From an optimization exercise on the open Yosys and OpenROAD flow, aimed at small area; shortcuts taken in it are not production practice.
RTL that was checked went through simulation tests only; none was proved equivalent to the original.
The flow treats the clock pin as an ideal source, which a real chip does not have.
No activity file was given, so power comes from the tool's default toggle rates.

==> flow/design.v (excerpt) <==
module stack(input wire clk, reset, push, pop, input wire [15:0] value_in,
             output wire [15:0] value_out, output wire full, empty);
    reg [3:0] j;
    reg [15:0] m0, m1, m2, m3, m4, m5, m6;
    wire [3:0] j_next;
    wire [6:0] sn, we;
    count_ctl u_ctl(j, reset, push, pop, j_next, sn, we, full, empty);
    always @(posedge clk) j <= j_next;
    always @(posedge clk) begin
        if (we[0]) m0 <= value_in;
        if (we[1]) m1 <= value_in;
        if (we[2]) m2 <= value_in;
        if (we[3]) m3 <= value_in;
        if (we[4]) m4 <= value_in;
        if (we[5]) m5 <= value_in;
        if (we[6]) m6 <= value_in;
    end
    genvar k;
    generate for (k = 0; k < 16; k = k + 1) begin : g_rd
        sel7 u_sel(sn, {m6[k], m5[k], m4[k], m3[k], m2[k], m1[k], m0[k]}, value_out[k]);
    end endgenerate
endmodule
Size in the first run: roughly 120 flip-flops.
==> module g_and3, before the edit <==
module g_and3(input wire a, b, c, output wire y);
    assign y = a & b & c;
endmodule
==> module count_ctl, before the edit <==
module count_ctl(input wire [3:0] j, input wire reset, push, pop,
                 output wire [3:0] j_next, output wire [6:0] sn, output wire [6:0] we,
                 output wire full, empty);
    wire sn7, can_push, can_pop, inc, dec, hold;
    wire [3:0] nj;
    genvar k;
    generate for (k = 0; k < 4; k = k + 1) begin : g_nj
        g_inv u_nj(j[k], nj[k]);
    end endgenerate
    g_nand2 u_s0(nj[3], nj[0], sn[0]);
    g_nand2 u_s1(j[0], nj[1], sn[1]);
    g_nand2 u_s2(j[1], nj[2], sn[2]);
    g_nand2 u_s3(j[2], nj[3], sn[3]);
    g_nand2 u_s4(j[3], j[0], sn[4]);
    g_nand2 u_s5(nj[0], j[1], sn[5]);
    g_nand2 u_s6(nj[1], j[2], sn[6]);
    g_nand2 u_s7(nj[2], j[3], sn7);
    g_and3 u_we0(push, nj[3], nj[0], we[0]);
    g_and3 u_we1(push, j[0], nj[1], we[1]);
    g_and3 u_we2(push, j[1], nj[2], we[2]);
    g_and3 u_we3(push, j[2], nj[3], we[3]);
    g_and3 u_we4(push, j[3], j[0], we[4]);
    g_and3 u_we5(push, nj[0], j[1], we[5]);
    g_and3 u_we6(push, nj[1], j[2], we[6]);
    g_and2 u_cpu(push, sn7, can_push);
    g_and2 u_cpo(pop, sn[0], can_pop);
    g_andn u_inc(can_push, can_pop, inc);
    g_andn u_dec(can_pop, can_push, dec);
    g_nor2 u_hold(inc, dec, hold);
    jbit u_j0(reset, inc, dec, hold, nj[3], j[1], j[0], j_next[0]);
    jbit u_j1(reset, inc, dec, hold, j[0], j[2], j[1], j_next[1]);
    jbit u_j2(reset, inc, dec, hold, j[1], j[3], j[2], j_next[2]);
    jbit u_j3(reset, inc, dec, hold, j[2], nj[0], j[3], j_next[3]);
    g_full u_full(pop, inc, sn[6], sn7, full);
    g_empty u_empty(push, dec, sn[0], sn[1], empty);
endmodule
Settings: LEC_CHECK=0, CAP_MARGIN=0, CORE_MARGIN=2, CORE_UTILIZATION=55, CTS_BUF_LIST=sky130_fd_sc_hd__clkbuf_4, GPL_TIMING_DRIVEN=0, PLACE_DENSITY=0.8, SLEW_MARGIN=0, SYNTH_HIERARCHICAL=1; clock period 5.0 ns.
standard.sh (not shown) runs the stock make flow with config.mk's settings and CLKGATE_MAP_FILE= SYNTH_SCRIPT=/design/flow/synth_recipe.tcl, a recipe that flattens the netlist after the stock synthesis.
==> flow/flow/run.sh <==
#!/bin/bash
# The standard ORFS flow (the standard.sh) with these changes:
#  - port buffers are the smallest buffer, sky130_fd_sc_hd__buf_1, rather
#    than the one buffer_ports picks by default;
#  - the buffers Yosys/ABC inserted are removed at floorplan;
#  - before the placement's repair_design, every combinational cell is
#    swapped for the smallest cell of its family (flow/downsize.tcl);
#    repair_design and the later timing repair size up what needs it;
#  - the clock tree is built by hand in the CTS step: eight
#    sky130_fd_sc_hd__clkinv_4 inverters, each at the centre of a group of
#    flops, driven by one sky130_fd_sc_hd__clkinv_8 from the clock port, so
#    every flop gets the same two inversions. flow/clocktree_pre.tcl puts a
#    temporary buffer on the clock before clock_tree_synthesis, so that it
#    and repair_clock_inverters leave the clock alone; flow/clocktree.tcl
#    (after the step's own repairs) replaces that buffer with the tree and
#    legalizes the placement.
# The full make output goes to standard.log in the work folder; ORFS's
# per-step logs stay under orfs/logs/.
set -euo pipefail
cd "$(dirname "$FLOW_CONFIG")"
export BUFFER_PORTS_ARGS="-buffer_cell sky130_fd_sc_hd__buf_1"
export REMOVE_ABC_BUFFERS=1
export PRE_RESIZE_TCL="$PWD/flow/downsize.tcl"
export PRE_CTS_TCL="$PWD/flow/clocktree_pre.tcl"
export POST_CTS_TCL="$PWD/flow/clocktree.tcl"
export CLK_LEAVES=8
export CLK_LEAF_CELL=sky130_fd_sc_hd__clkinv_4
export CLK_ROOT_CELL=sky130_fd_sc_hd__clkinv_8
export CTS_ARGS="-clk_nets clk"
bash standard.sh > standard.log 2>&1
Other scripts of this flow, unchanged in this note and not shown: flow/flow/clocktree.tcl, flow/flow/clocktree_pre.tcl, flow/flow/downsize.tcl
Change:
--- a/flow/design.v
+++ b/flow/design.v
@@ -12,9 +12,6 @@
 endmodule
 module g_and2(input wire a, b, output wire y);
     assign y = a & b;
-endmodule
-module g_and3(input wire a, b, c, output wire y);
-    assign y = a & b & c;
 endmodule
 module g_andn(input wire a, bn, output wire y);    
     assign y = a & ~bn;
@@ -42,7 +39,7 @@
 module count_ctl(input wire [3:0] j, input wire reset, push, pop,
                  output wire [3:0] j_next, output wire [6:0] sn, output wire [6:0] we,
                  output wire full, empty);
-    wire sn7, can_push, can_pop, inc, dec, hold;
+    wire sn7, pushn, can_push, can_pop, inc, dec, hold;
     wire [3:0] nj;
     genvar k;
     generate for (k = 0; k < 4; k = k + 1) begin : g_nj
@@ -56,13 +53,10 @@
     g_nand2 u_s5(nj[0], j[1], sn[5]);
     g_nand2 u_s6(nj[1], j[2], sn[6]);
     g_nand2 u_s7(nj[2], j[3], sn7);
-    g_and3 u_we0(push, nj[3], nj[0], we[0]);
-    g_and3 u_we1(push, j[0], nj[1], we[1]);
-    g_and3 u_we2(push, j[1], nj[2], we[2]);
-    g_and3 u_we3(push, j[2], nj[3], we[3]);
-    g_and3 u_we4(push, j[3], j[0], we[4]);
-    g_and3 u_we5(push, nj[0], j[1], we[5]);
-    g_and3 u_we6(push, nj[1], j[2], we[6]);
+    g_inv u_pushn(push, pushn);
+    generate for (k = 0; k < 7; k = k + 1) begin : g_we
+        g_nor2 u_we(pushn, sn[k], we[k]);
+    end endgenerate
     g_and2 u_cpu(push, sn7, can_push);
     g_and2 u_cpo(pop, sn[0], can_pop);
     g_andn u_inc(can_push, can_pop, inc);
Effect:
- The changed run finished clean
- critical path depth is unchanged
- hold slack loses 0.036 ns
- clock power barely changes
- final cell count rises slightly
- power rises slightly
- routed wire length rises slightly
The RTL of the second run of this note was laid out without a check of its function.

[what the ideal ports hide]
The results above use ideal ports. As a check the final layouts listed here were re-extracted and re-timed, cells and wires unchanged. Step 1, drivers: a clkbuf_16 drives clk and a buf_2 each remaining input, both assumed. Step 2 moves the port delays by t, midway between the first and last clock arrival at a register: inputs arrive t later, outputs are due t later. That takes back most of the time a late clock gives input paths. Slacks: no drivers / after step 1 / after step 2; pairs: no drivers / after step 1.
run | shift t [ns] | setup slack, ns | hold WS [ns] | worst setup path after step 2 | worst register clock-pin slew, ns
the first run | 0.270 | 1.657 / 1.608 / 1.861 | 0.660 / 0.660 / 0.660 | input to output | 0.09 / 0.09
the second run | 0.271 | 1.600 / 1.551 / 1.822 | 0.624 / 0.624 / 0.624 | register to output | 0.11 / 0.11
After both steps setup and hold are still met in every run listed.
